Background: an optimization exercise with open tools, aiming at small area, a short achievable clock period and few clock cycles per item. Do not read the settings as production practice. Only simulation tests tie the RTL to the original design; equivalence was not proved.

**design/flow/flow/run.sh**
```bash
#!/bin/bash
set -euo pipefail
bash standard.sh SETUP_SLACK_MARGIN=7 finish > standard_flow.log 2>&1
```
**design/flow/standard.sh**
```bash
#!/bin/bash
# synth_recipe.tcl (not shown) runs the flow's synth.tcl, then flattens the netlist and writes it again
# the make line also repeats each setting of config.mk as NAME=value (left out here)
make -C /OpenROAD-flow-scripts/flow DESIGN_CONFIG=/design/flow/config.mk WORK_HOME=/design/flow/orfs CLKGATE_MAP_FILE= SYNTH_SCRIPT=/design/flow/synth_recipe.tcl "${@:-finish}"
```
**design/flow/config.mk**
```make
export PLATFORM = sky130hd
export DESIGN_NAME = simple_generic_matrix_mult
export DESIGN_NICKNAME = simple_generic_matrix_mult
export VERILOG_FILES = /design/flow/design.v
export SDC_FILE = /design/flow/constraint.sdc
export NUM_CORES = 4
export LEC_CHECK = 0
export ABC_CLOCK_PERIOD_IN_PS = 3000
export CAP_MARGIN = 20
export CORE_MARGIN = 2
export CORE_UTILIZATION = 40
export CTS_BUF_LIST = sky130_fd_sc_hd__clkbuf_8
export CTS_CLUSTER_DIAMETER = 60
export CTS_CLUSTER_SIZE = 14
export SLEW_MARGIN = 20
export SYNTH_HIERARCHICAL = 1
export SYNTH_MINIMUM_KEEP_SIZE = 0
```
**design/flow/constraint.sdc**
```tcl
create_clock -name core_clock -period 10.0 [get_ports {clk}]
set_input_delay 2.0000 -clock core_clock [delete_from_list [all_inputs] [get_ports {clk}]]
set_output_delay 2.0000 -clock core_clock [all_outputs]
set_load 0.01 [all_outputs]
```
**design/flow/design.v**
```verilog
module simple_generic_matrix_mult #(
    parameter integer M = 3,
    parameter integer N = 3,
    parameter integer P = 3,
    parameter integer DATA_WIDTH = 8
)(
    input  wire clk,
    input  wire rst,
    input  wire start,
    input  wire signed [DATA_WIDTH-1:0] a_in,
    input  wire [$clog2(M*N)-1:0] a_addr,
    input  wire a_wen,
    input  wire signed [DATA_WIDTH-1:0] b_in,
    input  wire [$clog2(N*P)-1:0] b_addr,
    input  wire b_wen,
    output reg [2*DATA_WIDTH-1:0] c_out,
    output reg c_valid,
    output reg done
);
    localparam integer E = 1;    
    reg [3:0] t;
    wire rd = start | ((t != 0) & (t <= 8));           
    wire rot_b = rd;                                    
    wire rot_a = rd & ((t == 2) | (t == 5) | (t == 8));  
    always @(posedge clk or posedge rst) begin
        if (rst) begin
            t <= 0;
            c_valid <= 0;
            done <= 0;
        end else begin
            c_valid <= (t >= E) && (t <= E + 8) && (t != 0 || start);
            done <= (t == E + 8);
            t <= (t == E + 8) ? 4'd0 : (start || t != 0) ? t + 4'd1 : 4'd0;
        end
    end
    reg [71:0] Am, Bm;
    genvar x;
    generate
        for (x = 0; x < 9; x = x + 1) begin : st
            wire wa = a_wen & (a_addr == x);
            wire wb = b_wen & (b_addr == x);
            wire ha = ~(wa | rot_a);
            wire hb = ~(wb | rot_b);
            if (x < 3) begin : ao
                always @(posedge clk)
                    Am[8*x +: 8] <= ({8{wa}} & a_in) | ({8{rot_a}} & Am[8*((x + 3) % 9) +: 8])
                                  | ({8{ha}} & Am[8*x +: 8]);
            end else begin : ae
                always @(posedge clk)
                    if (rot_a) Am[8*x +: 8] <= Am[8*((x + 3) % 9) +: 8];
                    else if (wa) Am[8*x +: 8] <= a_in;
            end
            if (x % 3 == 0) begin : bo
                always @(posedge clk)
                    Bm[8*x +: 8] <= ({8{wb}} & b_in) | ({8{rot_b}} & Bm[8*(x + 1) +: 8])
                                  | ({8{hb}} & Bm[8*x +: 8]);
            end else begin : be
                always @(posedge clk)
                    if (rot_b) Bm[8*x +: 8] <= Bm[8*((x % 3 == 2) ? x - 2 : x + 1) +: 8];
                    else if (wb) Bm[8*x +: 8] <= b_in;
            end
        end
    endgenerate
    wire [7:0] ma0 = Am[7:0], ma1 = Am[15:8], ma2 = Am[23:16];
    wire [7:0] mb0 = Bm[7:0], mb1 = Bm[31:24], mb2 = Bm[55:48];
    wire [7:0] a0 = ma0, a1 = ma1, a2 = ma2, b0 = mb0, b1 = mb1, b2 = mb2;
    wire pp0_0_0, pp0_0_1, pp0_0_2, pp0_0_3, pp0_0_4, pp0_0_5, pp0_0_6, pp0_0_7, pp0_1_0, pp0_1_1, pp0_1_2, pp0_1_3, pp0_1_4, pp0_1_5, pp0_1_6, pp0_1_7, pp0_2_0, pp0_2_1, pp0_2_2, pp0_2_3, pp0_2_4, pp0_2_5, pp0_2_6, pp0_2_7, pp0_3_0, pp0_3_1, pp0_3_2, pp0_3_3, pp0_3_4, pp0_3_5, pp0_3_6, pp0_3_7, pp0_4_0, pp0_4_1, pp0_4_2, pp0_4_3, pp0_4_4, pp0_4_5, pp0_4_6, pp0_4_7, pp0_5_0, pp0_5_1, pp0_5_2, pp0_5_3, pp0_5_4, pp0_5_5, pp0_5_6, pp0_5_7, pp0_6_0, pp0_6_1, pp0_6_2, pp0_6_3, pp0_6_4, pp0_6_5, pp0_6_6, pp0_6_7, pp0_7_0, pp0_7_1, pp0_7_2, pp0_7_3, pp0_7_4, pp0_7_5, pp0_7_6, pp0_7_7, pp1_0_0, pp1_0_1, pp1_0_2, pp1_0_3, pp1_0_4, pp1_0_5, pp1_0_6, pp1_0_7, pp1_1_0, pp1_1_1, pp1_1_2, pp1_1_3, pp1_1_4, pp1_1_5, pp1_1_6, pp1_1_7, pp1_2_0, pp1_2_1, pp1_2_2, pp1_2_3, pp1_2_4, pp1_2_5, pp1_2_6, pp1_2_7, pp1_3_0, pp1_3_1, pp1_3_2, pp1_3_3, pp1_3_4, pp1_3_5, pp1_3_6, pp1_3_7, pp1_4_0, pp1_4_1, pp1_4_2, pp1_4_3, pp1_4_4, pp1_4_5, pp1_4_6, pp1_4_7, pp1_5_0, pp1_5_1, pp1_5_2, pp1_5_3, pp1_5_4, pp1_5_5, pp1_5_6, pp1_5_7, pp1_6_0, pp1_6_1, pp1_6_2, pp1_6_3, pp1_6_4, pp1_6_5, pp1_6_6, pp1_6_7, pp1_7_0, pp1_7_1, pp1_7_2, pp1_7_3, pp1_7_4, pp1_7_5, pp1_7_6, pp1_7_7, pp2_0_0, pp2_0_1, pp2_0_2, pp2_0_3, pp2_0_4, pp2_0_5, pp2_0_6, pp2_0_7, pp2_1_0, pp2_1_1, pp2_1_2, pp2_1_3, pp2_1_4, pp2_1_5, pp2_1_6, pp2_1_7, pp2_2_0, pp2_2_1, pp2_2_2, pp2_2_3, pp2_2_4, pp2_2_5, pp2_2_6, pp2_2_7, pp2_3_0, pp2_3_1, pp2_3_2, pp2_3_3, pp2_3_4, pp2_3_5, pp2_3_6, pp2_3_7, pp2_4_0, pp2_4_1, pp2_4_2, pp2_4_3, pp2_4_4, pp2_4_5, pp2_4_6, pp2_4_7, pp2_5_0, pp2_5_1, pp2_5_2, pp2_5_3, pp2_5_4, pp2_5_5, pp2_5_6, pp2_5_7, pp2_6_0, pp2_6_1, pp2_6_2, pp2_6_3, pp2_6_4, pp2_6_5, pp2_6_6, pp2_6_7, pp2_7_0, pp2_7_1, pp2_7_2, pp2_7_3, pp2_7_4, pp2_7_5, pp2_7_6, pp2_7_7, s1, c2, s3, c4, s5, c6, s7, c8, s9, c10, s11, c12, s13, c14, s15, c16, s17, c18, s19, c20, s21, c22, s23, c24, s25, c26, s27, c28, s29, c30, s31, c32, s33, c34, s35, c36, s37, c38, s39, c40, s41, c42, s43, c44, s45, c46, s47, c48, s49, c50, s51, c52, s53, c54, s55, c56, s57, c58, s59, c60, s61, c62, s63, c64, s65, c66, s67, c68, s69, c70, s71, c72, s73, c74, s75, c76, s77, c78, s79, c80, s81, c82, s83, c84, s85, c86, s87, c88, s89, c90, s91, c92, s93, c94, s95, c96, s97, c98, s99, c100, s101, c102, s103, c104, s105, c106, s107, c108, s109, c110, s111, c112, s113, c114, s115, c116, s117, c118, s119, c120, s121, c122, s123, c124, s125, c126, s127, c128, s129, c130, s131, c132, s133, c134, s135, c136, s137, c138, s139, c140, s141, c142, s143, c144, s145, c146, s147, c148, s149, c150, s151, c152, s153, c154, s155, c156, s157, c158, s159, c160, s161, c162, s163, c164, s165, c166, s167, c168, s169, c170, s171, c172, s173, c174, s175, c176, s177, c178, s179, c180, s181, c182, s183, c184, s185, c186, s187, c188, s189, c190, s191, c192, s193, c194, s195, c196, s197, c198, s199, c200, s201, c202, s203, c204, s205, c206, s207, c208, s209, c210, s211, c212, s213, c214, s215, c216, s217, c218, s219, c220, s221, c222, s223, c224, s225, c226, s227, c228, s229, c230, s231, c232, s233, c234, s235, c236, s237, c238, s239, c240, s241, c242, s243, c244, s245, c246, s247, c248, s249, c250, s251, c252, s253, c254, s255, c256, s257, c258, s259, c260, s261, c262, s263, s264, c265, s266, c267, s268, c269, s270, c271, s272, c273, s274, c275, s276, c277, s278, c279, s280, c281, s282, c283, s284, c285, s286, c287, s288, c289, s290, c291, s292, c293, s294, c295, s296, c297, s298, c299, s300, c301, s302, c303, s304, c305, s306, c307, s308, c309, s310, c311, s312, c313, s314, c315, s316, c317, s318, c319, s320, c321, s322, c323, s324, c325, s326, c327, s328, c329, s330, c331, s332, c333, s334, c335, s336, c337, s338, c339, s340, c341, s342, c343, s344, c345, s346, c347, s348, c349, s350;
    assign pp0_0_0 = ~(a0[0] & b0[0]);
    assign pp0_0_1 = ~(a0[0] & b0[1]);
    assign pp0_0_2 = ~(a0[0] & b0[2]);
    assign pp0_0_3 = ~(a0[0] & b0[3]);
    assign pp0_0_4 = ~(a0[0] & b0[4]);
    assign pp0_0_5 = ~(a0[0] & b0[5]);
    assign pp0_0_6 = ~(a0[0] & b0[6]);
    assign pp0_0_7 = a0[0] & b0[7];
    assign pp0_1_0 = ~(a0[1] & b0[0]);
    assign pp0_1_1 = ~(a0[1] & b0[1]);
    assign pp0_1_2 = ~(a0[1] & b0[2]);
    assign pp0_1_3 = ~(a0[1] & b0[3]);
    assign pp0_1_4 = ~(a0[1] & b0[4]);
    assign pp0_1_5 = ~(a0[1] & b0[5]);
    assign pp0_1_6 = ~(a0[1] & b0[6]);
    assign pp0_1_7 = a0[1] & b0[7];
    assign pp0_2_0 = ~(a0[2] & b0[0]);
    assign pp0_2_1 = ~(a0[2] & b0[1]);
    assign pp0_2_2 = ~(a0[2] & b0[2]);
    assign pp0_2_3 = ~(a0[2] & b0[3]);
    assign pp0_2_4 = ~(a0[2] & b0[4]);
    assign pp0_2_5 = ~(a0[2] & b0[5]);
    assign pp0_2_6 = ~(a0[2] & b0[6]);
    assign pp0_2_7 = a0[2] & b0[7];
    assign pp0_3_0 = ~(a0[3] & b0[0]);
    assign pp0_3_1 = ~(a0[3] & b0[1]);
    assign pp0_3_2 = ~(a0[3] & b0[2]);
    assign pp0_3_3 = ~(a0[3] & b0[3]);
    assign pp0_3_4 = ~(a0[3] & b0[4]);
    assign pp0_3_5 = ~(a0[3] & b0[5]);
    assign pp0_3_6 = ~(a0[3] & b0[6]);
    assign pp0_3_7 = a0[3] & b0[7];
    assign pp0_4_0 = ~(a0[4] & b0[0]);
    assign pp0_4_1 = ~(a0[4] & b0[1]);
    assign pp0_4_2 = ~(a0[4] & b0[2]);
    assign pp0_4_3 = ~(a0[4] & b0[3]);
    assign pp0_4_4 = ~(a0[4] & b0[4]);
    assign pp0_4_5 = ~(a0[4] & b0[5]);
    assign pp0_4_6 = ~(a0[4] & b0[6]);
    assign pp0_4_7 = a0[4] & b0[7];
    assign pp0_5_0 = ~(a0[5] & b0[0]);
    assign pp0_5_1 = ~(a0[5] & b0[1]);
    assign pp0_5_2 = ~(a0[5] & b0[2]);
    assign pp0_5_3 = ~(a0[5] & b0[3]);
    assign pp0_5_4 = ~(a0[5] & b0[4]);
    assign pp0_5_5 = ~(a0[5] & b0[5]);
    assign pp0_5_6 = ~(a0[5] & b0[6]);
    assign pp0_5_7 = a0[5] & b0[7];
    assign pp0_6_0 = ~(a0[6] & b0[0]);
    assign pp0_6_1 = ~(a0[6] & b0[1]);
    assign pp0_6_2 = ~(a0[6] & b0[2]);
    assign pp0_6_3 = ~(a0[6] & b0[3]);
    assign pp0_6_4 = ~(a0[6] & b0[4]);
    assign pp0_6_5 = ~(a0[6] & b0[5]);
    assign pp0_6_6 = ~(a0[6] & b0[6]);
    assign pp0_6_7 = a0[6] & b0[7];
    assign pp0_7_0 = a0[7] & b0[0];
    assign pp0_7_1 = a0[7] & b0[1];
    assign pp0_7_2 = a0[7] & b0[2];
    assign pp0_7_3 = a0[7] & b0[3];
    assign pp0_7_4 = a0[7] & b0[4];
    assign pp0_7_5 = a0[7] & b0[5];
    assign pp0_7_6 = a0[7] & b0[6];
    assign pp0_7_7 = ~(a0[7] & b0[7]);
    assign pp1_0_0 = ~(a1[0] & b1[0]);
    assign pp1_0_1 = ~(a1[0] & b1[1]);
    assign pp1_0_2 = ~(a1[0] & b1[2]);
    assign pp1_0_3 = ~(a1[0] & b1[3]);
    assign pp1_0_4 = ~(a1[0] & b1[4]);
    assign pp1_0_5 = ~(a1[0] & b1[5]);
    assign pp1_0_6 = ~(a1[0] & b1[6]);
    assign pp1_0_7 = a1[0] & b1[7];
    assign pp1_1_0 = ~(a1[1] & b1[0]);
    assign pp1_1_1 = ~(a1[1] & b1[1]);
    assign pp1_1_2 = ~(a1[1] & b1[2]);
    assign pp1_1_3 = ~(a1[1] & b1[3]);
    assign pp1_1_4 = ~(a1[1] & b1[4]);
    assign pp1_1_5 = ~(a1[1] & b1[5]);
    assign pp1_1_6 = ~(a1[1] & b1[6]);
    assign pp1_1_7 = a1[1] & b1[7];
    assign pp1_2_0 = ~(a1[2] & b1[0]);
    assign pp1_2_1 = ~(a1[2] & b1[1]);
    assign pp1_2_2 = ~(a1[2] & b1[2]);
    assign pp1_2_3 = ~(a1[2] & b1[3]);
    assign pp1_2_4 = ~(a1[2] & b1[4]);
    assign pp1_2_5 = ~(a1[2] & b1[5]);
    assign pp1_2_6 = ~(a1[2] & b1[6]);
    assign pp1_2_7 = a1[2] & b1[7];
    assign pp1_3_0 = ~(a1[3] & b1[0]);
    assign pp1_3_1 = ~(a1[3] & b1[1]);
    assign pp1_3_2 = ~(a1[3] & b1[2]);
    assign pp1_3_3 = ~(a1[3] & b1[3]);
    assign pp1_3_4 = ~(a1[3] & b1[4]);
    assign pp1_3_5 = ~(a1[3] & b1[5]);
    assign pp1_3_6 = ~(a1[3] & b1[6]);
    assign pp1_3_7 = a1[3] & b1[7];
    assign pp1_4_0 = ~(a1[4] & b1[0]);
    assign pp1_4_1 = ~(a1[4] & b1[1]);
    assign pp1_4_2 = ~(a1[4] & b1[2]);
    assign pp1_4_3 = ~(a1[4] & b1[3]);
    assign pp1_4_4 = ~(a1[4] & b1[4]);
    assign pp1_4_5 = ~(a1[4] & b1[5]);
    assign pp1_4_6 = ~(a1[4] & b1[6]);
    assign pp1_4_7 = a1[4] & b1[7];
    assign pp1_5_0 = ~(a1[5] & b1[0]);
    assign pp1_5_1 = ~(a1[5] & b1[1]);
    assign pp1_5_2 = ~(a1[5] & b1[2]);
    assign pp1_5_3 = ~(a1[5] & b1[3]);
    assign pp1_5_4 = ~(a1[5] & b1[4]);
    assign pp1_5_5 = ~(a1[5] & b1[5]);
    assign pp1_5_6 = ~(a1[5] & b1[6]);
    assign pp1_5_7 = a1[5] & b1[7];
    assign pp1_6_0 = ~(a1[6] & b1[0]);
    assign pp1_6_1 = ~(a1[6] & b1[1]);
    assign pp1_6_2 = ~(a1[6] & b1[2]);
    assign pp1_6_3 = ~(a1[6] & b1[3]);
    assign pp1_6_4 = ~(a1[6] & b1[4]);
    assign pp1_6_5 = ~(a1[6] & b1[5]);
    assign pp1_6_6 = ~(a1[6] & b1[6]);
    assign pp1_6_7 = a1[6] & b1[7];
    assign pp1_7_0 = a1[7] & b1[0];
    assign pp1_7_1 = a1[7] & b1[1];
    assign pp1_7_2 = a1[7] & b1[2];
    assign pp1_7_3 = a1[7] & b1[3];
    assign pp1_7_4 = a1[7] & b1[4];
    assign pp1_7_5 = a1[7] & b1[5];
    assign pp1_7_6 = a1[7] & b1[6];
    assign pp1_7_7 = ~(a1[7] & b1[7]);
    assign pp2_0_0 = ~(a2[0] & b2[0]);
    assign pp2_0_1 = ~(a2[0] & b2[1]);
    assign pp2_0_2 = ~(a2[0] & b2[2]);
    assign pp2_0_3 = ~(a2[0] & b2[3]);
    assign pp2_0_4 = ~(a2[0] & b2[4]);
    assign pp2_0_5 = ~(a2[0] & b2[5]);
    assign pp2_0_6 = ~(a2[0] & b2[6]);
    assign pp2_0_7 = a2[0] & b2[7];
    assign pp2_1_0 = ~(a2[1] & b2[0]);
    assign pp2_1_1 = ~(a2[1] & b2[1]);
    assign pp2_1_2 = ~(a2[1] & b2[2]);
    assign pp2_1_3 = ~(a2[1] & b2[3]);
    assign pp2_1_4 = ~(a2[1] & b2[4]);
    assign pp2_1_5 = ~(a2[1] & b2[5]);
    assign pp2_1_6 = ~(a2[1] & b2[6]);
    assign pp2_1_7 = a2[1] & b2[7];
    assign pp2_2_0 = ~(a2[2] & b2[0]);
    assign pp2_2_1 = ~(a2[2] & b2[1]);
    assign pp2_2_2 = ~(a2[2] & b2[2]);
    assign pp2_2_3 = ~(a2[2] & b2[3]);
    assign pp2_2_4 = ~(a2[2] & b2[4]);
    assign pp2_2_5 = ~(a2[2] & b2[5]);
    assign pp2_2_6 = ~(a2[2] & b2[6]);
    assign pp2_2_7 = a2[2] & b2[7];
    assign pp2_3_0 = ~(a2[3] & b2[0]);
    assign pp2_3_1 = ~(a2[3] & b2[1]);
    assign pp2_3_2 = ~(a2[3] & b2[2]);
    assign pp2_3_3 = ~(a2[3] & b2[3]);
    assign pp2_3_4 = ~(a2[3] & b2[4]);
    assign pp2_3_5 = ~(a2[3] & b2[5]);
    assign pp2_3_6 = ~(a2[3] & b2[6]);
    assign pp2_3_7 = a2[3] & b2[7];
    assign pp2_4_0 = ~(a2[4] & b2[0]);
    assign pp2_4_1 = ~(a2[4] & b2[1]);
    assign pp2_4_2 = ~(a2[4] & b2[2]);
    assign pp2_4_3 = ~(a2[4] & b2[3]);
    assign pp2_4_4 = ~(a2[4] & b2[4]);
    assign pp2_4_5 = ~(a2[4] & b2[5]);
    assign pp2_4_6 = ~(a2[4] & b2[6]);
    assign pp2_4_7 = a2[4] & b2[7];
    assign pp2_5_0 = ~(a2[5] & b2[0]);
    assign pp2_5_1 = ~(a2[5] & b2[1]);
    assign pp2_5_2 = ~(a2[5] & b2[2]);
    assign pp2_5_3 = ~(a2[5] & b2[3]);
    assign pp2_5_4 = ~(a2[5] & b2[4]);
    assign pp2_5_5 = ~(a2[5] & b2[5]);
    assign pp2_5_6 = ~(a2[5] & b2[6]);
    assign pp2_5_7 = a2[5] & b2[7];
    assign pp2_6_0 = ~(a2[6] & b2[0]);
    assign pp2_6_1 = ~(a2[6] & b2[1]);
    assign pp2_6_2 = ~(a2[6] & b2[2]);
    assign pp2_6_3 = ~(a2[6] & b2[3]);
    assign pp2_6_4 = ~(a2[6] & b2[4]);
    assign pp2_6_5 = ~(a2[6] & b2[5]);
    assign pp2_6_6 = ~(a2[6] & b2[6]);
    assign pp2_6_7 = a2[6] & b2[7];
    assign pp2_7_0 = a2[7] & b2[0];
    assign pp2_7_1 = a2[7] & b2[1];
    assign pp2_7_2 = a2[7] & b2[2];
    assign pp2_7_3 = a2[7] & b2[3];
    assign pp2_7_4 = a2[7] & b2[4];
    assign pp2_7_5 = a2[7] & b2[5];
    assign pp2_7_6 = a2[7] & b2[6];
    assign pp2_7_7 = ~(a2[7] & b2[7]);
    mm_fa u_s1 (.a(pp0_0_0), .b(pp1_0_0), .c(pp2_0_0), .s(s1), .co(c2));
    mm_fa u_s3 (.a(pp0_0_1), .b(pp0_1_0), .c(pp1_0_1), .s(s3), .co(c4));
    mm_fa u_s5 (.a(pp1_1_0), .b(pp2_0_1), .c(pp2_1_0), .s(s5), .co(c6));
    mm_fa u_s7 (.a(pp0_0_2), .b(pp0_1_1), .c(pp0_2_0), .s(s7), .co(c8));
    mm_fa u_s9 (.a(pp1_0_2), .b(pp1_1_1), .c(pp1_2_0), .s(s9), .co(c10));
    mm_fa u_s11 (.a(pp2_0_2), .b(pp2_1_1), .c(pp2_2_0), .s(s11), .co(c12));
    mm_fa u_s13 (.a(pp0_0_3), .b(pp0_1_2), .c(pp0_2_1), .s(s13), .co(c14));
    mm_fa u_s15 (.a(pp0_3_0), .b(pp1_0_3), .c(pp1_1_2), .s(s15), .co(c16));
    mm_fa u_s17 (.a(pp1_2_1), .b(pp1_3_0), .c(pp2_0_3), .s(s17), .co(c18));
    mm_fa u_s19 (.a(pp2_1_2), .b(pp2_2_1), .c(pp2_3_0), .s(s19), .co(c20));
    mm_fa u_s21 (.a(pp0_0_4), .b(pp0_1_3), .c(pp0_2_2), .s(s21), .co(c22));
    mm_fa u_s23 (.a(pp0_3_1), .b(pp0_4_0), .c(pp1_0_4), .s(s23), .co(c24));
    mm_fa u_s25 (.a(pp1_1_3), .b(pp1_2_2), .c(pp1_3_1), .s(s25), .co(c26));
    mm_fa u_s27 (.a(pp1_4_0), .b(pp2_0_4), .c(pp2_1_3), .s(s27), .co(c28));
    mm_fa u_s29 (.a(pp2_2_2), .b(pp2_3_1), .c(pp2_4_0), .s(s29), .co(c30));
    mm_fa u_s31 (.a(pp0_0_5), .b(pp0_1_4), .c(pp0_2_3), .s(s31), .co(c32));
    mm_fa u_s33 (.a(pp0_3_2), .b(pp0_4_1), .c(pp0_5_0), .s(s33), .co(c34));
    mm_fa u_s35 (.a(pp1_0_5), .b(pp1_1_4), .c(pp1_2_3), .s(s35), .co(c36));
    mm_fa u_s37 (.a(pp1_3_2), .b(pp1_4_1), .c(pp1_5_0), .s(s37), .co(c38));
    mm_fa u_s39 (.a(pp2_0_5), .b(pp2_1_4), .c(pp2_2_3), .s(s39), .co(c40));
    mm_fa u_s41 (.a(pp2_3_2), .b(pp2_4_1), .c(pp2_5_0), .s(s41), .co(c42));
    mm_fa u_s43 (.a(pp0_0_6), .b(pp0_1_5), .c(pp0_2_4), .s(s43), .co(c44));
    mm_fa u_s45 (.a(pp0_3_3), .b(pp0_4_2), .c(pp0_5_1), .s(s45), .co(c46));
    mm_fa u_s47 (.a(pp0_6_0), .b(pp1_0_6), .c(pp1_1_5), .s(s47), .co(c48));
    mm_fa u_s49 (.a(pp1_2_4), .b(pp1_3_3), .c(pp1_4_2), .s(s49), .co(c50));
    mm_fa u_s51 (.a(pp1_5_1), .b(pp1_6_0), .c(pp2_0_6), .s(s51), .co(c52));
    mm_fa u_s53 (.a(pp2_1_5), .b(pp2_2_4), .c(pp2_3_3), .s(s53), .co(c54));
    mm_fa u_s55 (.a(pp2_4_2), .b(pp2_5_1), .c(pp2_6_0), .s(s55), .co(c56));
    mm_fa u_s57 (.a(pp0_0_7), .b(pp0_1_6), .c(pp0_2_5), .s(s57), .co(c58));
    mm_fa u_s59 (.a(pp0_3_4), .b(pp0_4_3), .c(pp0_5_2), .s(s59), .co(c60));
    mm_fa u_s61 (.a(pp0_6_1), .b(pp0_7_0), .c(pp1_0_7), .s(s61), .co(c62));
    mm_fa u_s63 (.a(pp1_1_6), .b(pp1_2_5), .c(pp1_3_4), .s(s63), .co(c64));
    mm_fa u_s65 (.a(pp1_4_3), .b(pp1_5_2), .c(pp1_6_1), .s(s65), .co(c66));
    mm_fa u_s67 (.a(pp1_7_0), .b(pp2_0_7), .c(pp2_1_6), .s(s67), .co(c68));
    mm_fa u_s69 (.a(pp2_2_5), .b(pp2_3_4), .c(pp2_4_3), .s(s69), .co(c70));
    mm_fa u_s71 (.a(pp2_5_2), .b(pp2_6_1), .c(pp2_7_0), .s(s71), .co(c72));
    mm_fa u_s73 (.a(pp0_1_7), .b(pp0_2_6), .c(pp0_3_5), .s(s73), .co(c74));
    mm_fa u_s75 (.a(pp0_4_4), .b(pp0_5_3), .c(pp0_6_2), .s(s75), .co(c76));
    mm_fa u_s77 (.a(pp0_7_1), .b(pp1_1_7), .c(pp1_2_6), .s(s77), .co(c78));
    mm_fa u_s79 (.a(pp1_3_5), .b(pp1_4_4), .c(pp1_5_3), .s(s79), .co(c80));
    mm_fa u_s81 (.a(pp1_6_2), .b(pp1_7_1), .c(pp2_1_7), .s(s81), .co(c82));
    mm_fa u_s83 (.a(pp2_2_6), .b(pp2_3_5), .c(pp2_4_4), .s(s83), .co(c84));
    mm_fa u_s85 (.a(pp2_5_3), .b(pp2_6_2), .c(pp2_7_1), .s(s85), .co(c86));
    mm_fa u_s87 (.a(pp0_2_7), .b(pp0_3_6), .c(pp0_4_5), .s(s87), .co(c88));
    mm_fa u_s89 (.a(pp0_5_4), .b(pp0_6_3), .c(pp0_7_2), .s(s89), .co(c90));
    mm_fa u_s91 (.a(pp1_2_7), .b(pp1_3_6), .c(pp1_4_5), .s(s91), .co(c92));
    mm_fa u_s93 (.a(pp1_5_4), .b(pp1_6_3), .c(pp1_7_2), .s(s93), .co(c94));
    mm_fa u_s95 (.a(pp2_2_7), .b(pp2_3_6), .c(pp2_4_5), .s(s95), .co(c96));
    mm_fa u_s97 (.a(pp2_5_4), .b(pp2_6_3), .c(pp2_7_2), .s(s97), .co(c98));
    mm_fa u_s99 (.a(pp0_3_7), .b(pp0_4_6), .c(pp0_5_5), .s(s99), .co(c100));
    mm_fa u_s101 (.a(pp0_6_4), .b(pp0_7_3), .c(pp1_3_7), .s(s101), .co(c102));
    mm_fa u_s103 (.a(pp1_4_6), .b(pp1_5_5), .c(pp1_6_4), .s(s103), .co(c104));
    mm_fa u_s105 (.a(pp1_7_3), .b(pp2_3_7), .c(pp2_4_6), .s(s105), .co(c106));
    mm_fa u_s107 (.a(pp2_5_5), .b(pp2_6_4), .c(pp2_7_3), .s(s107), .co(c108));
    mm_fa u_s109 (.a(pp0_4_7), .b(pp0_5_6), .c(pp0_6_5), .s(s109), .co(c110));
    mm_fa u_s111 (.a(pp0_7_4), .b(pp1_4_7), .c(pp1_5_6), .s(s111), .co(c112));
    mm_fa u_s113 (.a(pp1_6_5), .b(pp1_7_4), .c(pp2_4_7), .s(s113), .co(c114));
    mm_fa u_s115 (.a(pp2_5_6), .b(pp2_6_5), .c(pp2_7_4), .s(s115), .co(c116));
    mm_fa u_s117 (.a(pp0_5_7), .b(pp0_6_6), .c(pp0_7_5), .s(s117), .co(c118));
    mm_fa u_s119 (.a(pp1_5_7), .b(pp1_6_6), .c(pp1_7_5), .s(s119), .co(c120));
    mm_fa u_s121 (.a(pp2_5_7), .b(pp2_6_6), .c(pp2_7_5), .s(s121), .co(c122));
    mm_fa u_s123 (.a(pp0_6_7), .b(pp0_7_6), .c(pp1_6_7), .s(s123), .co(c124));
    mm_fa u_s125 (.a(pp1_7_6), .b(pp2_6_7), .c(pp2_7_6), .s(s125), .co(c126));
    mm_fa u_s127 (.a(pp0_7_7), .b(pp1_7_7), .c(pp2_7_7), .s(s127), .co(c128));
    mm_fa u_s129 (.a(c2), .b(s3), .c(s5), .s(s129), .co(c130));
    mm_fa u_s131 (.a(c4), .b(c6), .c(s7), .s(s131), .co(c132));
    assign s133 = ~(s9 ^ s11);
    assign c134 = s9 | s11;
    mm_fa u_s135 (.a(c8), .b(c10), .c(c12), .s(s135), .co(c136));
    mm_fa u_s137 (.a(s13), .b(s15), .c(s17), .s(s137), .co(c138));
    mm_fa u_s139 (.a(c14), .b(c16), .c(c18), .s(s139), .co(c140));
    mm_fa u_s141 (.a(c20), .b(s21), .c(s23), .s(s141), .co(c142));
    mm_fa u_s143 (.a(s25), .b(s27), .c(s29), .s(s143), .co(c144));
    mm_fa u_s145 (.a(c22), .b(c24), .c(c26), .s(s145), .co(c146));
    mm_fa u_s147 (.a(c28), .b(c30), .c(s31), .s(s147), .co(c148));
    mm_fa u_s149 (.a(s33), .b(s35), .c(s37), .s(s149), .co(c150));
    assign s151 = ~(s39 ^ s41);
    assign c152 = s39 | s41;
    mm_fa u_s153 (.a(c32), .b(c34), .c(c36), .s(s153), .co(c154));
    mm_fa u_s155 (.a(c38), .b(c40), .c(c42), .s(s155), .co(c156));
    mm_fa u_s157 (.a(s43), .b(s45), .c(s47), .s(s157), .co(c158));
    mm_fa u_s159 (.a(s49), .b(s51), .c(s53), .s(s159), .co(c160));
    mm_fa u_s161 (.a(c44), .b(c46), .c(c48), .s(s161), .co(c162));
    mm_fa u_s163 (.a(c50), .b(c52), .c(c54), .s(s163), .co(c164));
    mm_fa u_s165 (.a(c56), .b(s57), .c(s59), .s(s165), .co(c166));
    mm_fa u_s167 (.a(s61), .b(s63), .c(s65), .s(s167), .co(c168));
    mm_fa u_s169 (.a(s67), .b(s69), .c(s71), .s(s169), .co(c170));
    mm_fa u_s171 (.a(c58), .b(c60), .c(c62), .s(s171), .co(c172));
    mm_fa u_s173 (.a(c64), .b(c66), .c(c68), .s(s173), .co(c174));
    mm_fa u_s175 (.a(c70), .b(c72), .c(s73), .s(s175), .co(c176));
    mm_fa u_s177 (.a(s75), .b(s77), .c(s79), .s(s177), .co(c178));
    mm_fa u_s179 (.a(s81), .b(s83), .c(s85), .s(s179), .co(c180));
    mm_fa u_s181 (.a(c74), .b(c76), .c(c78), .s(s181), .co(c182));
    mm_fa u_s183 (.a(c80), .b(c82), .c(c84), .s(s183), .co(c184));
    mm_fa u_s185 (.a(c86), .b(s87), .c(s89), .s(s185), .co(c186));
    mm_fa u_s187 (.a(s91), .b(s93), .c(s95), .s(s187), .co(c188));
    mm_fa u_s189 (.a(c88), .b(c90), .c(c92), .s(s189), .co(c190));
    mm_fa u_s191 (.a(c94), .b(c96), .c(c98), .s(s191), .co(c192));
    mm_fa u_s193 (.a(s99), .b(s101), .c(s103), .s(s193), .co(c194));
    mm_fa u_s195 (.a(c100), .b(c102), .c(c104), .s(s195), .co(c196));
    mm_fa u_s197 (.a(c106), .b(c108), .c(s109), .s(s197), .co(c198));
    mm_fa u_s199 (.a(s111), .b(s113), .c(s115), .s(s199), .co(c200));
    mm_fa u_s201 (.a(c110), .b(c112), .c(c114), .s(s201), .co(c202));
    mm_fa u_s203 (.a(c116), .b(s117), .c(s119), .s(s203), .co(c204));
    mm_fa u_s205 (.a(c118), .b(c120), .c(c122), .s(s205), .co(c206));
    mm_fa u_s207 (.a(c124), .b(c126), .c(s127), .s(s207), .co(c208));
    mm_fa u_s209 (.a(c130), .b(s131), .c(s133), .s(s209), .co(c210));
    mm_fa u_s211 (.a(c132), .b(c134), .c(s135), .s(s211), .co(c212));
    assign s213 = ~(s137 ^ s19);
    assign c214 = s137 | s19;
    mm_fa u_s215 (.a(c136), .b(c138), .c(s139), .s(s215), .co(c216));
    assign s217 = ~(s141 ^ s143);
    assign c218 = s141 | s143;
    mm_fa u_s219 (.a(c140), .b(c142), .c(c144), .s(s219), .co(c220));
    mm_fa u_s221 (.a(s145), .b(s147), .c(s149), .s(s221), .co(c222));
    mm_fa u_s223 (.a(c146), .b(c148), .c(c150), .s(s223), .co(c224));
    mm_fa u_s225 (.a(c152), .b(s153), .c(s155), .s(s225), .co(c226));
    mm_fa u_s227 (.a(s157), .b(s159), .c(s55), .s(s227), .co(c228));
    mm_fa u_s229 (.a(c154), .b(c156), .c(c158), .s(s229), .co(c230));
    mm_fa u_s231 (.a(c160), .b(s161), .c(s163), .s(s231), .co(c232));
    mm_fa u_s233 (.a(s165), .b(s167), .c(s169), .s(s233), .co(c234));
    mm_fa u_s235 (.a(c162), .b(c164), .c(c166), .s(s235), .co(c236));
    mm_fa u_s237 (.a(c168), .b(c170), .c(s171), .s(s237), .co(c238));
    mm_fa u_s239 (.a(s173), .b(s175), .c(s177), .s(s239), .co(c240));
    mm_fa u_s241 (.a(c172), .b(c174), .c(c176), .s(s241), .co(c242));
    mm_fa u_s243 (.a(c178), .b(c180), .c(s181), .s(s243), .co(c244));
    mm_fa u_s245 (.a(s183), .b(s185), .c(s187), .s(s245), .co(c246));
    mm_fa u_s247 (.a(c182), .b(c184), .c(c186), .s(s247), .co(c248));
    mm_fa u_s249 (.a(c188), .b(s189), .c(s191), .s(s249), .co(c250));
    mm_fa u_s251 (.a(s193), .b(s105), .c(s107), .s(s251), .co(c252));
    mm_fa u_s253 (.a(c190), .b(c192), .c(c194), .s(s253), .co(c254));
    mm_fa u_s255 (.a(s195), .b(s197), .c(s199), .s(s255), .co(c256));
    mm_fa u_s257 (.a(c196), .b(c198), .c(c200), .s(s257), .co(c258));
    mm_fa u_s259 (.a(s201), .b(s203), .c(s121), .s(s259), .co(c260));
    mm_fa u_s261 (.a(c202), .b(c204), .c(s205), .s(s261), .co(c262));
    assign s263 = c208 ^ c128 ^ 1'b1;
    mm_fa u_s264 (.a(c210), .b(s211), .c(s213), .s(s264), .co(c265));
    mm_fa u_s266 (.a(c212), .b(c214), .c(s215), .s(s266), .co(c267));
    mm_fa u_s268 (.a(c216), .b(c218), .c(s219), .s(s268), .co(c269));
    mm_fa u_s270 (.a(c220), .b(c222), .c(s223), .s(s270), .co(c271));
    assign s272 = ~(s225 ^ s227);
    assign c273 = s225 | s227;
    mm_fa u_s274 (.a(c224), .b(c226), .c(c228), .s(s274), .co(c275));
    mm_fa u_s276 (.a(s229), .b(s231), .c(s233), .s(s276), .co(c277));
    mm_fa u_s278 (.a(c230), .b(c232), .c(c234), .s(s278), .co(c279));
    mm_fa u_s280 (.a(s235), .b(s237), .c(s239), .s(s280), .co(c281));
    mm_fa u_s282 (.a(c236), .b(c238), .c(c240), .s(s282), .co(c283));
    mm_fa u_s284 (.a(s241), .b(s243), .c(s245), .s(s284), .co(c285));
    mm_fa u_s286 (.a(c242), .b(c244), .c(c246), .s(s286), .co(c287));
    mm_fa u_s288 (.a(s247), .b(s249), .c(s251), .s(s288), .co(c289));
    mm_fa u_s290 (.a(c248), .b(c250), .c(c252), .s(s290), .co(c291));
    mm_fa u_s292 (.a(c254), .b(c256), .c(s257), .s(s292), .co(c293));
    mm_fa u_s294 (.a(c258), .b(c260), .c(s261), .s(s294), .co(c295));
    mm_fa u_s296 (.a(c262), .b(c206), .c(s207), .s(s296), .co(c297));
    mm_ha u_s298 (.a(ra_c271), .b(ra_c273), .s(s298), .co(c299));
    mm_fa u_s300 (.a(ra_c275), .b(ra_c277), .c(ra_s278), .s(s300), .co(c301));
    mm_fa u_s302 (.a(ra_c279), .b(ra_c281), .c(ra_s282), .s(s302), .co(c303));
    mm_ha u_s304 (.a(ra_s284), .b(ra_s97), .s(s304), .co(c305));
    mm_fa u_s306 (.a(ra_c283), .b(ra_c285), .c(ra_s286), .s(s306), .co(c307));
    mm_fa u_s308 (.a(ra_c287), .b(ra_c289), .c(ra_s290), .s(s308), .co(c309));
    mm_ha u_s310 (.a(ra_c267), .b(ra_s268), .s(s310), .co(c311));
    mm_ha u_s312 (.a(ra_c269), .b(ra_s270), .s(s312), .co(c313));
    mm_fa u_s314 (.a(s298), .b(ra_s274), .c(ra_s276), .s(s314), .co(c315));
    mm_fa u_s316 (.a(c299), .b(s300), .c(ra_s280), .s(s316), .co(c317));
    mm_fa u_s318 (.a(c301), .b(s302), .c(s304), .s(s318), .co(c319));
    mm_fa u_s320 (.a(c303), .b(c305), .c(s306), .s(s320), .co(c321));
    mm_fa u_s322 (.a(c307), .b(s308), .c(ra_s253), .s(s322), .co(c323));
    mm_fa u_s324 (.a(c309), .b(ra_c291), .c(ra_s292), .s(s324), .co(c325));
    mm_fa u_s326 (.a(ra_c293), .b(ra_s294), .c(ra_s123), .s(s326), .co(c327));
    mm_ha u_s328 (.a(ra_c265), .b(ra_s266), .s(s328), .co(c329));
    mm_fa u_s330 (.a(s310), .b(ra_s221), .c(ra_s151), .s(s330), .co(c331));
    mm_fa u_s332 (.a(c311), .b(s312), .c(ra_s272), .s(s332), .co(c333));
    assign s334 = ~(c313 ^ s314);
    assign c335 = c313 | s314;
    mm_fa u_s336 (.a(c315), .b(s316), .c(ra_s179), .s(s336), .co(c337));
    assign s338 = ~(c317 ^ s318);
    assign c339 = c317 | s318;
    mm_fa u_s340 (.a(c319), .b(s320), .c(ra_s288), .s(s340), .co(c341));
    mm_fa u_s342 (.a(c321), .b(s322), .c(ra_s255), .s(s342), .co(c343));
    mm_fa u_s344 (.a(c323), .b(s324), .c(ra_s259), .s(s344), .co(c345));
    mm_fa u_s346 (.a(c325), .b(s326), .c(ra_s125), .s(s346), .co(c347));
    mm_fa u_s348 (.a(c327), .b(ra_c295), .c(ra_s296), .s(s348), .co(c349));
    assign s350 = ra_c297 ^ ra_s263;
    reg ra_s1, ra_s129, ra_s209, ra_s264, ra_c265, ra_s266, ra_s217, ra_c267, ra_s268, ra_s221, ra_s151, ra_c269, ra_s270, ra_s272, ra_c271, ra_c273, ra_s274, ra_s276, ra_c275, ra_c277, ra_s278, ra_s280, ra_s179, ra_c279, ra_c281, ra_s282, ra_s284, ra_s97, ra_c283, ra_c285, ra_s286, ra_s288, ra_c287, ra_c289, ra_s290, ra_s253, ra_s255, ra_c291, ra_s292, ra_s259, ra_c293, ra_s294, ra_s123, ra_s125, ra_c295, ra_s296, ra_c297, ra_s263;
    always @(posedge clk) begin
        ra_s1 <= s1;
        ra_s129 <= s129;
        ra_s209 <= s209;
        ra_s264 <= s264;
        ra_c265 <= c265;
        ra_s266 <= s266;
        ra_s217 <= s217;
        ra_c267 <= c267;
        ra_s268 <= s268;
        ra_s221 <= s221;
        ra_s151 <= s151;
        ra_c269 <= c269;
        ra_s270 <= s270;
        ra_s272 <= s272;
        ra_c271 <= c271;
        ra_c273 <= c273;
        ra_s274 <= s274;
        ra_s276 <= s276;
        ra_c275 <= c275;
        ra_c277 <= c277;
        ra_s278 <= s278;
        ra_s280 <= s280;
        ra_s179 <= s179;
        ra_c279 <= c279;
        ra_c281 <= c281;
        ra_s282 <= s282;
        ra_s284 <= s284;
        ra_s97 <= s97;
        ra_c283 <= c283;
        ra_c285 <= c285;
        ra_s286 <= s286;
        ra_s288 <= s288;
        ra_c287 <= c287;
        ra_c289 <= c289;
        ra_s290 <= s290;
        ra_s253 <= s253;
        ra_s255 <= s255;
        ra_c291 <= c291;
        ra_s292 <= s292;
        ra_s259 <= s259;
        ra_c293 <= c293;
        ra_s294 <= s294;
        ra_s123 <= s123;
        ra_s125 <= s125;
        ra_c295 <= c295;
        ra_s296 <= s296;
        ra_c297 <= c297;
        ra_s263 <= s263;
    end
    wire [15:0] row1 = {c349, c347, c345, c343, c341, c339, c337, c335, c333, c331, c329, s328, ra_s264, ra_s209, ra_s129, ra_s1};
    wire [15:0] row2 = {s350, s348, s346, s344, s342, s340, s338, s336, s334, s332, s330, ra_s217, 1'b0, 1'b0, 1'b0, 1'b0};
    always @(posedge clk) c_out <= ~(row1 + row2);
endmodule
module mm_fa (input wire a, input wire b, input wire c, output wire s, output wire co);
    assign s = a ^ b ^ c;
    assign co = (a & b) | (a & c) | (b & c);
endmodule
module mm_ha (input wire a, input wire b, output wire s, output wire co);
    assign s = a ^ b;
    assign co = a & b;
endmodule
```
==> reports/results.ini, run 1 <==
[sta]
worst_slew_pin_slew_ns = 0.711
clock.fmax_ghz = 0.316
setup_ws_ns = 6.83
max_slew_margin_pct = 52.6
post-route-period-util_pct = 31.7
finalHoldViolCount = 0
rsz0062_at_grt = yes
finalMaxSlewViolations = 0
skew_ns = 0.0395
finalCriticalPeriod_ns = 3.17
setup_viol = 0
finalSetupTns_ns = 0

[yosys]
synth_area_leader_cell = fa_1
synthArstFlopShare_pct = 2.80
synth_edf_count = 96
yosys_warnings = 7
ys_types = 49
ys_seq_area_share_pct = 42.4
synth_area_per_cell_um2 = 10.9
synth_fp_nets = 1360
synth_flop_cell = dfxtp_1
ys_ff_latch = 214
synthDominantCellAreaShare_pct = 26.2
synth_area_leaders = fa_1, edfxtp_1, dfxtp_1
syn-instance-count = 1140
syn_area_um2 = 12500

[clocking]
clkTransAtPathRegs_ns = 0.08
cts_root_buf = clkbuf_8
cts_tree = built
cts.htree.levels = 1
cts_buffers = 23
cts.sinks = 214
holdBufCountCts = 0
clk_path_buf_depth = 3
clk_latency_ns = 0.57

[floorplan]
design.portCount = 47
start_util_pct = 40.7
die_w_um = 180
die_area_um2 = 32600
dieHeight_um = 180
rows = 64
core_area_um2 = 30600

[hold_path]
hold_path.class = flop to flop
hold_path_depth = 1

[drt]
dr_total_vias = 8171
dr.first_iter.drc_count = 496
viasPerCell = 5.14
drt_drc_violations_left = 0
post_drt_wl_per_cell_um = 18.4
firstDrtPassIters = 7
drtAntennaViolNets = 0
wl_mm = 29.3

[global_route]
antenna_found_initial = 2
track_usage_pct = 18.7
grt_pass1_vias = 8747
overflow = 0
grt_max_degree = 76
grt_pass1_wl_mm = 47.9

[setup_path]
cp.buffers_inverters = 0
cpMostUsedCell = fa_1
worstPathCellList = fa_1 -> fa_1 -> fa_1 -> ha_4 -> and3_4 -> a2111oi_4 -> a21oi_2 -> a41oi_2 -> xnor2_1
rrSetupSlack_ns = 6.83
path_depth = 9
critPathSlowestCell = fa_1
path_max_fanout = 5
reg2regPathDepth = 9
critPathMaxStageDelay_ns = 0.54
worstPathArrival_ns = 3.61
worst-endpoint-required_ns = 10.44
start_kind = flop
crit_family = adder cells
path_class = flop to flop
end_kind = flop

[final_layout]
seqCellArea_um2 = 5320
fin_nets = 1397
num_antenna_cells = 0
final_common_cell = nand2_1
multi_input_area_um2 = 7090
syn_to_final_growth_pct = 14.5
drive_gt1_share_pct = 14.3
final_cell_mix = nand2_1, fa_1, edfxtp_1
num-fill-cells = 2860

[placed_design]
pre_cts_ws_ns = 5.55
dpl.hpwl_mm = 21.2
place.port_buffers = 46
gp_congestion = 0.805

[status]
outcome = finished clean

[job]
maxCapViolCount = 0

## Yosys cell counts (all sizes together), types with 7 or more instances
cell / count
clkbuf: 49
xnor2: 7
nor3: 9
edfxtp: 96
nand2: 413
a21o: 27
o21ai: 13
dfxtp: 112
and2: 44
inv: 38
a22oi: 25
nor2: 9
xor2: 8
a22o: 24
buf: 18
fa: 163
ha: 28
a21oi: 11
## modules after synthesis (local to each module, per instance)
module                      copies in the design  cells inside
mm_fa                                        162             1
mm_ha                                          5             1
simple_generic_matrix_mult                     1           973
## through the flow
step                utilization [%]  cell area [µm²]  cells  hold slack [ns]
finish                         46.6            14300   1590            0.360
global route                   46.6            14300   1590            0.382
CTS                            46.2            14100   1586            0.364
detailed placement             43.7            13400   1518            0.344
global placement               43.7            13400   1518            0.341
floorplan                         -            12700   1140            0.338
## area by class of cell
class / instances / share of cell area (%)
multi-input combinational: 822 / 49.7
sequential: 214 / 37.3
timing repair buffer: 78 / 5.21
tap: 396 / 3.47
clock buffer: 24 / 2.32
inverter: 38 / 1.00
clock inverter: 18 / 0.983
## cells by family (layout without fill, tap and decap cells)
logic type,after synthesis,count (layout),share of synthesized area [%]
XOR/XNOR,15,15,1.12
adder cells (fa/ha/maj),191,191,29.0
flip-flops,214,214,42.4
AO/OA/AOI/OAI,115,116,6.90
AND/OR/NAND/NOR,500,500,17.0
buffers and inverters,105,158,3.57
## path summary, 6_finish.rpt
| check | startpoint | end |
|---|---|---|
| max | ra_s278 | c_out[15] |
| min reg2reg | ra_s1 | c_out[0] |
| min in group asynchronous | rst | t[2] |
| max in group asynchronous | rst | t[1] |
| min | ra_s1 | c_out[0] |
| max reg2reg | ra_s278 | c_out[15] |
## metal layers
layer  track usage [%]  routed length, µm
met4              5.42                883
met5                 0                  0
met3              3.11               1660
met1              24.2              12200
met2              32.5              14500
## sequential cells by signal (all words and copies together) (netlist names), 4 cells and up
register  cells
Am           72
c_out        16
Bm           72
t             4
## repair_timing
action / 4_1_cts / 5_1_grt
setup endpoints to repair: 272 / 128
setup buffers: 25 / 4
cloned: 1 / 0
resized for setup: 112 / 48
pin swaps: 20 / 7
Testbench counts, summed over its fixed seeds: cycles 30,400, items 14,400.
==> inputs of run 2 (changes only) <==
--- a/design/flow/config.mk
+++ b/design/flow/config.mk
@@ -9,5 +9,5 @@
 export CAP_MARGIN = 20
 export CORE_MARGIN = 2
-export CORE_UTILIZATION = 40
+export CORE_UTILIZATION = 60
 export CTS_BUF_LIST = sky130_fd_sc_hd__clkbuf_8
 export CTS_CLUSTER_DIAMETER = 60
==> run 2 against run 1 <==
Effect of this change: synthesized area unchanged; highest routed layer unchanged; global-route usage increased by 7.9 points; largest cell class unchanged; critical endpoint unchanged; worst hold slack got worse by 0.0015 ns; sequential share of layout area increased by 0.43 points.
==> reports/results.ini, run 2 <==
[status]
outcome = finished clean

[drt]
firstDrtPassIters = 6
drtAntennaViolNets = 0
post_drt_wl_per_cell_um = 19.1
dr.first_iter.drc_count = 556
wl_mm = 27.9
dr_total_vias = 8092
viasPerCell = 5.55
drt_drc_violations_left = 0

[floorplan]
core_area_um2 = 20300
die_area_um2 = 21900
rows = 52
dieHeight_um = 148
design.portCount = 47
die_w_um = 148
start_util_pct = 61.4

[sta]
clock.fmax_ghz = 0.323
finalHoldViolCount = 0
finalMaxSlewViolations = 0
worst_slew_pin_slew_ns = 0.568
post-route-period-util_pct = 31.0
rsz0062_at_grt = yes
setup_ws_ns = 6.90
finalCriticalPeriod_ns = 3.10
max_slew_margin_pct = 61.9
setup_viol = 0
skew_ns = 0.0272
finalSetupTns_ns = 0

[setup_path]
critPathSlowestCell = fa_1
worst-endpoint-required_ns = 10.46
reg2regPathDepth = 9
worstPathArrival_ns = 3.56
start_kind = flop
cp.buffers_inverters = 0
critPathMaxStageDelay_ns = 0.54
worstPathCellList = fa_1 -> fa_1 -> fa_1 -> ha_4 -> and3_4 -> a2111oi_4 -> a21oi_2 -> a41oi_2 -> xnor2_1
end_kind = flop
path_class = flop to flop
crit_family = adder cells
path_depth = 9
cpMostUsedCell = fa_1
path_max_fanout = 5

[yosys]
synth_area_per_cell_um2 = 10.9
synth-compound-area-share_pct = 6.90
yosys.area_share.simple_pct = 17.0
synth_area_leaders = fa_1, edfxtp_1, dfxtp_1
yosys_warnings = 7
synthMuxAreaShare_pct = 0
yosysMostFrequentCell = nand2_1
synth_top_family_by_area = adder cells
synth_fa_ha_area_share_pct = 29.0
synth_flop_cell = dfxtp_1
synth_edf_count = 96
synth_area_leader_cell = fa_1
synth_commonest_cells = nand2_1, fa_1, dfxtp_1, edfxtp_1, clkbuf_1
syn-instance-count = 1140
ys_ff_latch = 214
synth_fp_nets = 1360
syn_area_um2 = 12500
synthArstFlopShare_pct = 2.80
synth_xor_area_share_pct = 1.12
ys_types = 49
synthDominantCellAreaShare_pct = 26.2
ys_seq_area_share_pct = 42.4

[placed_design]
pre_cts_ws_ns = 5.57
gp_congestion = 0.875
post_dp_cell_area_um2 = 13200
place_inst = 1393
dpl.hpwl_mm = 20.9
place.port_buffers = 46

[final_layout]
multi_input_area_um2 = 7120
largestRegisters = Am: 72 flops, Bm: 72 flops, c_out: 16 flops
final_common_cell = nand2_1
syn_to_final_growth_pct = 12.7
seqCellArea_um2 = 5300
drive_gt1_share_pct = 12.6
post_layout_nonfiller_instances = 1457
num_antenna_cells = 0
fin_nets = 1394
final_area_um2 = 14000
num-fill-cells = 1577
final_cell_mix = nand2_1, fa_1, dfxtp_1, edfxtp_1, inv_1

[clocking]
clk_path_buf_depth = 3
cts_tree = built
cts_root_buf = clkbuf_8
cts_buffers = 20
cts.sinks = 214
clkTransAtPathRegs_ns = 0.09
cts.htree.levels = 1
clk_latency_ns = 0.54

[global_route]
overflow = 0
grt_pass1_vias = 8529
grt_pass1_wl_mm = 45.4
grt_max_degree = 76
antenna_found_initial = 0
track_usage_pct = 26.7

[hold_path]
hold_path.class = flop to flop
hold_path_depth = 1

[job]
maxCapViolCount = 0

[run 2: cell types whose count changed in the layout (fill, tap and decap cells not counted), sizes merged, moves of 2 or more]
cell / previous run / this run
dlymetal6s2s: 3 / 0
clkinv: 6 / 2
dlygate4sd2: 4 / 6
clkinvlp: 2 / 0
[run 2: modules after synthesis (local to each module, per instance)]
module / flops+latches / times used / cells inside
mm_fa: 0 / 162 / 1
mm_ha: 0 / 5 / 1
simple_generic_matrix_mult: 214 / 1 / 973
[run 2: metal layers]
| layer | vias to the layer above | GRT usage [%] | share of wire, % | routed length (µm) |
|---|---|---|---|---|
| li1 | 3745 | - | - | - |
| met1 | 4032 | 37.1 | 43 | 11900 |
| met2 | 276 | 45.3 | 49 | 13700 |
| met3 | 39 | 4.17 | 6.5 | 1810 |
| met4 | 0 | 5.38 | 1.5 | 431 |
| met5 | - | 0 | 0 | 0 |
[run 2: worst paths after layout]
check	start	end	slack, ns
worst max register to register	ra_s278	c_out[15]	6.90
min in group asynchronous	rst	t[1]	1.67
worst min register to register	ra_s1	c_out[0]	0.36
max in group asynchronous	rst	t[3]	8.14
worst min-delay path	ra_s1	c_out[0]	0.36
worst max-delay path	ra_s278	c_out[15]	6.90
[run 2: final cells by class]
class                   count  area share, %
clock buffers              23           2.26
clock inverters            12          0.606
inverters                  38           1.02
multi-input cells         822           50.7
flip-flops and latches    214           37.7
well taps                 270           2.41
repair buffers             78           5.30
[run 2: cells by family after synthesis]
family | Yosys count
AOI/OAI and AO/OA | 115
xor gates and xnor gates | 15
DFF | 214
buffers and inverters | 105
adders and majority gates | 191
and+or+nand+nor | 500
[run 2: metrics by stage]
step	hold WS, ns	util (%)
2_1_floorplan	0.338	-
6_report	0.359	69.2
3_3_place_gp	0.338	65.0
3_5_place_dp	0.343	65.0
5_1_grt	0.367	69.2
4_1_cts	0.359	68.9
[run 2: repair_timing]
item,CTS,global route
endpoints found under the setup margin,263,163
pin swaps,36,10
cloned,2,0
setup buffers,23,4
gates resized for setup,122,20
hold buffers,0,0
==> inputs of run 3 (changes only) <==
--- a/design/flow/config.mk
+++ b/design/flow/config.mk
@@ -6,8 +6,8 @@
 export NUM_CORES = 4
 export LEC_CHECK = 0
-export ABC_CLOCK_PERIOD_IN_PS = 3000
+export ABC_CLOCK_PERIOD_IN_PS = 1500
 export CAP_MARGIN = 20
 export CORE_MARGIN = 2
-export CORE_UTILIZATION = 60
+export CORE_UTILIZATION = 40
 export CTS_BUF_LIST = sky130_fd_sc_hd__clkbuf_8
 export CTS_CLUSTER_DIAMETER = 60
==> run 3 against run 2 <==
Effect of this change: via count is 0.98% higher; utilization is 23 points lower; highest routed layer unchanged; die area is 49% higher; first-iteration DRC count is 11% lower; synthesized cell count stayed put; register-to-register slack worse by 0.07 ns.
==> reports/results.ini, run 3 <==
[drt]
drt_drc_violations_left = 0
wl_mm = 29.3
dr.first_iter.drc_count = 496
dr_total_vias = 8171
post_drt_wl_per_cell_um = 18.4
firstDrtPassIters = 7
viasPerCell = 5.14
drtAntennaViolNets = 0

[global_route]
grt_pass1_vias = 8747
track_usage_pct = 18.7
grt_pass1_wl_mm = 47.9
antenna_found_initial = 2
overflow = 0
grt_max_degree = 76

[yosys]
synth_commonest_cells = nand2_1, fa_1, dfxtp_1, edfxtp_1, clkbuf_1
ys_types = 49
yosys_warnings = 7
synthArstFlopShare_pct = 2.80
synth_flop_cell = dfxtp_1
synth_edf_count = 96
synth_fp_nets = 1360
synth_area_leader_cell = fa_1
ys_seq_area_share_pct = 42.4
synth_area_leaders = fa_1, edfxtp_1, dfxtp_1
synthDominantCellAreaShare_pct = 26.2
syn_area_um2 = 12500
syn-instance-count = 1140
ys_ff_latch = 214
synth_area_per_cell_um2 = 10.9
yosysMostFrequentCell = nand2_1

[floorplan]
core_area_um2 = 30600
design.portCount = 47
rows = 64
die_area_um2 = 32600
start_util_pct = 40.7
dieHeight_um = 180
die_w_um = 180

[sta]
max_slew_margin_pct = 52.6
worst_slew_pin_slew_ns = 0.711
rsz0062_at_grt = yes
fin_worst_hold_slack_ns = 0.360
finalCriticalPeriod_ns = 3.17
setup_viol = 0
finalMaxSlewViolations = 0
skew_ns = 0.0395
post-route-period-util_pct = 31.7
clock.fmax_ghz = 0.316
finalHoldViolCount = 0
finalSetupTns_ns = 0

[job]
maxCapViolCount = 0

[setup_path]
path_class = flop to flop
end_kind = flop
start_kind = flop
path_max_fanout = 5
worst-endpoint-required_ns = 10.44
worstPathArrival_ns = 3.61

[clocking]
clk_path_buf_depth = 3
cts_root_buf = clkbuf_8
clkTransAtPathRegs_ns = 0.08
cts_buffers = 23
cts.sinks = 214
cts_tree = built
cts.htree.levels = 1
clk_latency_ns = 0.57

[final_layout]
num_antenna_cells = 0
largestRegisters = Am: 72 flops, Bm: 72 flops, c_out: 16 flops
syn_to_final_growth_pct = 14.5
fin_nets = 1397
final_cell_mix = nand2_1, fa_1, edfxtp_1
num-fill-cells = 2860
drive_gt1_share_pct = 14.3
final_common_cell = nand2_1

[placed_design]
place.port_buffers = 46
dpl.hpwl_mm = 21.2
gp_congestion = 0.805

[hold_path]
hold_path.class = flop to flop

[status]
outcome = finished clean

run 3: cell count changes in the layout (fill, tap and decap cells not counted), moves of 3 or more:
cell / previous run / this run
clkinv_4: 0 / 3
buf_6: 1 / 8
dfxtp_2: 16 / 35
dfxtp_1: 96 / 77
nand2_1: 408 / 412
dlymetal6s2s_1: 0 / 3
buf_2: 19 / 13
inv_1: 47 / 44
nand2_2: 5 / 1
run 3: worst max-delay path, stage by stage (launching register included):
cell	delay, ns
dfxtp_2	0.33
fa_1	0.54
fa_1	0.43
fa_1	0.54
ha_4	0.22
and3_4	0.17
a2111oi_4	0.40
a21oi_2	0.16
a41oi_2	0.19
xnor2_1	0.09
run 3: timing repair:
action                                  CTS  global route
endpoints found under the setup margin  272           128
hold buffers                              0             0
buffers inserted                         25             4
pin swaps                                20             7
gates resized for setup                 112            48
gates cloned                              1             0
run 3: final cells by class:
| class | count | area (µm²) | share of cell area [%] |
|---|---|---|---|
| repair buffers | 78 | 743 | 5.21 |
| clock inverters | 18 | 140 | 0.983 |
| well taps | 396 | 495 | 3.47 |
| multi-input cells | 822 | 7090 | 49.7 |
| inverters | 38 | 143 | 1.00 |
| clock buffers | 24 | 330 | 2.32 |
| flip-flops and latches | 214 | 5320 | 37.3 |
run 3: path summary, 6_finish.rpt:
kind                            startpoint   endpoint  slack, ns  cells after the start
worst max-delay path               ra_s278  c_out[15]       6.83                      9
worst min-delay path                 ra_s1   c_out[0]       0.36                      1
worst max register to register     ra_s278  c_out[15]       6.83                      9
max in group asynchronous              rst       t[1]       8.15                      2
worst min register to register       ra_s1   c_out[0]       0.36                      1
min in group asynchronous              rst       t[2]       1.66                      2
run 3: per-layer routing:
| metal | GRT usage [%] | vias to the layer above | share of wire (%) |
|---|---|---|---|
| met5 | 0 | - | 0 |
| met4 | 5.42 | 0 | 3.0 |
| met3 | 3.11 | 57 | 5.7 |
| met2 | 32.5 | 257 | 50 |
| met1 | 24.2 | 4082 | 42 |
| li1 | - | 3775 | - |
run 3: modules after synthesis (local to each module, per instance):
module | flops+latches | times used | cell area [µm²]
mm_ha | 0 | 5 | 12.5
simple_generic_matrix_mult | 214 | 1 | 9150
mm_fa | 0 | 162 | 20.0
run 3: through the flow:
| stage | setup WS [ns] | utilization (%) | area, µm² | cells |
|---|---|---|---|---|
| 5_1_grt | 6.63 | 46.6 | 14300 | 1590 |
| 3_3_place_gp | 5.60 | 43.7 | 13400 | 1518 |
| 6_report | 6.83 | 46.6 | 14300 | 1590 |
| 2_1_floorplan | 6.85 | - | 12700 | 1140 |
| 4_1_cts | 6.81 | 46.2 | 14100 | 1586 |
| 3_5_place_dp | 5.55 | 43.7 | 13400 | 1518 |
run 3: kinds of logic after synthesis:
logic type      count (synthesis)  share of synthesized area (%)
buf+inv                       105                           3.57
xor+xnor                       15                           1.12
fa+ha+maj                     191                           29.0
compound gates                115                           6.90
flops                         214                           42.4
simple gates                  500                           17.0
==> inputs of run 4 (changes only) <==
--- a/design/flow/config.mk
+++ b/design/flow/config.mk
@@ -6,8 +6,8 @@
 export NUM_CORES = 4
 export LEC_CHECK = 0
-export ABC_CLOCK_PERIOD_IN_PS = 1500
+export ABC_CLOCK_PERIOD_IN_PS = 3000
 export CAP_MARGIN = 20
 export CORE_MARGIN = 2
-export CORE_UTILIZATION = 40
+export CORE_UTILIZATION = 70
 export CTS_BUF_LIST = sky130_fd_sc_hd__clkbuf_8
 export CTS_CLUSTER_DIAMETER = 60
==> run 4 against run 3 <==
Effect of this change: flip-flop and latch count unchanged; design area is 2.2% lower; synthesized area did not move; largest cell class unchanged; still clean on timing, DRC and antenna; count of clock-buffer cells in the layout fell by 3; highest routed layer unchanged; critical path depth stayed put; worst hold slack improved by 0.0054 ns; utilization is 34 points higher; first-iteration DRC count rose by 54%; sequential share of layout area grew 0.72 points.
==> reports/results.ini, run 4 <==
[setup_path]
cpMostUsedCell = fa_1
start_kind = flop
critPathMaxStageDelay_ns = 0.55
path_max_fanout = 5
cp.buffers_inverters = 0
path_class = flop to flop
critPathSlowestCell = fa_1
end_kind = flop
worstPathCellList = fa_1 -> fa_1 -> fa_1 -> ha_4 -> and3_4 -> a2111oi_4 -> a21oi_2 -> a41oi_2 -> xnor2_1
worstPathArrival_ns = 3.56
worst-endpoint-required_ns = 10.47

[yosys]
synth_fp_nets = 1360
syn_area_um2 = 12500
ys_seq_area_share_pct = 42.4
synth_area_leaders = fa_1, edfxtp_1, dfxtp_1
syn-instance-count = 1140
synth_area_leader_cell = fa_1
synth_edf_count = 96
synthDominantCellAreaShare_pct = 26.2
ys_ff_latch = 214
yosysMostFrequentCell = nand2_1
synthArstFlopShare_pct = 2.80

[sta]
max_slew_margin_pct = 53.0
finalHoldViolCount = 0
rsz0062_at_grt = yes
finalMaxSlewViolations = 0
post-route-period-util_pct = 30.9
finalCriticalPeriod_ns = 3.09
clock.fmax_ghz = 0.324
skew_ns = 0.0146
worst_slew_pin_slew_ns = 0.705

[clocking]
cts_root_buf = clkbuf_8
cts.sinks = 214
cts_buffers = 19
clkTransAtPathRegs_ns = 0.09
cts_tree = built
cts.htree.levels = 1

[status]
outcome = finished clean

[drt]
drtAntennaViolNets = 0
wl_mm = 27.4
dr_total_vias = 8331
viasPerCell = 5.91
dr.first_iter.drc_count = 766
drt_drc_violations_left = 0
post_drt_wl_per_cell_um = 19.5
firstDrtPassIters = 5

[floorplan]
dieHeight_um = 137
die_area_um2 = 18900
start_util_pct = 71.8
core_area_um2 = 17400
design.portCount = 47

[final_layout]
num_antenna_cells = 0
largestRegisters = Am: 72 flops, Bm: 72 flops, c_out: 16 flops
num-fill-cells = 1044
fin_nets = 1393
final_cell_mix = nand2_1, fa_1, edfxtp_1
syn_to_final_growth_pct = 12.0
final_common_cell = nand2_1

[placed_design]
gp_congestion = 0.910
place.port_buffers = 46
dpl.hpwl_mm = 20.1

[global_route]
track_usage_pct = 31.1
overflow = 0
grt_pass1_wl_mm = 44.4
grt_max_degree = 73

## run 4: cell type report
class                           instances  area [µm²]  area share, %
Sequential cell                       214        5300           38.0
Timing Repair Buffer                   78         813           5.83
Clock inverter                         11        47.5          0.341
Tap cell                              225         282           2.02
Inverter                               38         143           1.02
Multi-Input combinational cell        822        7070           50.7
Clock buffer                           21         289           2.07
## run 4: worst paths after layout
kind	slack [ns]	cells after the start	startpoint	endpoint
min in group asynchronous	1.69	2	rst	t[3]
min reg2reg	0.37	1	ra_s129	c_out[1]
max in group asynchronous	8.13	2	rst	done
max	6.91	9	ra_s278	c_out[15]
min	0.37	1	ra_s129	c_out[1]
max reg2reg	6.91	9	ra_s278	c_out[15]
## run 4: timing repair
item / CTS / global route
hold buffers: 0 / 0
endpoints found under the setup margin: 263 / 84
hold endpoints to repair: 0 / 0
resized for setup: 110 / 39
pin swaps: 23 / 9
cloned: 4 / 0
buffers inserted: 22 / 4
## run 4: modules after synthesis (local to each module, per instance)
module	cells	flops+latches	copies in the design
simple_generic_matrix_mult	973	214	1
mm_fa	1	0	162
mm_ha	1	0	5
## run 4: per-stage QoR
step / cells / utilization (%) / instance area (µm²) / hold slack [ns]
3_5_place_dp: 1347 / 75.7 / 13100 / 0.350
6_report: 1409 / 80.3 / 13900 / 0.366
3_3_place_gp: 1347 / 75.7 / 13100 / 0.340
2_1_floorplan: 1140 / - / 12700 / 0.338
5_1_grt: 1409 / 80.3 / 13900 / 0.375
4_1_cts: 1405 / 79.7 / 13800 / 0.369
## run 4: routing by layer
| metal | track usage (%) | share of wire, % | vias up |
|---|---|---|---|
| met4 | 10.5 | 3.3 | 0 |
| met1 | 43.0 | 41 | 4149 |
| met3 | 5.92 | 8.0 | 74 |
| met2 | 50.4 | 48 | 359 |
| li1 | - | - | 3749 |
| met5 | 0 | 0 | - |
## run 4: logic make-up after synthesis
family | after synthesis | share of synthesized area, %
xor+xnor | 15 | 1.12
simple gates | 500 | 17.0
compound gates | 115 | 6.90
fa+ha+maj | 191 | 29.0
buf+inv | 105 | 3.57
flops | 214 | 42.4

## what the ideal ports hide
The results above use ideal ports. As a check the final layouts listed here were re-extracted and re-timed, cells and wires unchanged.
Step 1 sets driving cells, clkbuf_16 on the clock port and buf_2 on the other inputs (assumed; they add their load-dependent delay and slew).
Step 2, shift: input delay + t, output delay - t, t = (earliest + latest rising clock arrival at the registers) / 2. This alone moves slack from input paths to output paths.
Slacks: no drivers / after step 1 / after step 2; pairs: no drivers / after step 1.
run | t, ns | setup WS [ns] | hold WS [ns] | slew at the worst register clock pin (ns) | worst data-port slew with drivers (ns)
run 1 | 0.597 | 6.831 / 6.831 / 6.486 | 0.360 / 0.360 / 0.360 | 0.10 / 0.10 | 0.05
run 2 | 0.570 | 6.900 / 6.900 / 6.459 | 0.359 / 0.359 / 0.359 | 0.10 / 0.10 | 0.03
run 3 | 0.597 | 6.831 / 6.831 / 6.486 | 0.360 / 0.360 / 0.360 | 0.10 / 0.10 | 0.05
run 4 | 0.571 | 6.910 / 6.910 / 6.461 | 0.366 / 0.366 / 0.366 | 0.10 / 0.10 | 0.03
After both steps every run listed still meets setup and hold. For run 4, which loses most, drivers alone change the setup slack by 0.000 ns; drivers and shift together by -0.449 ns.
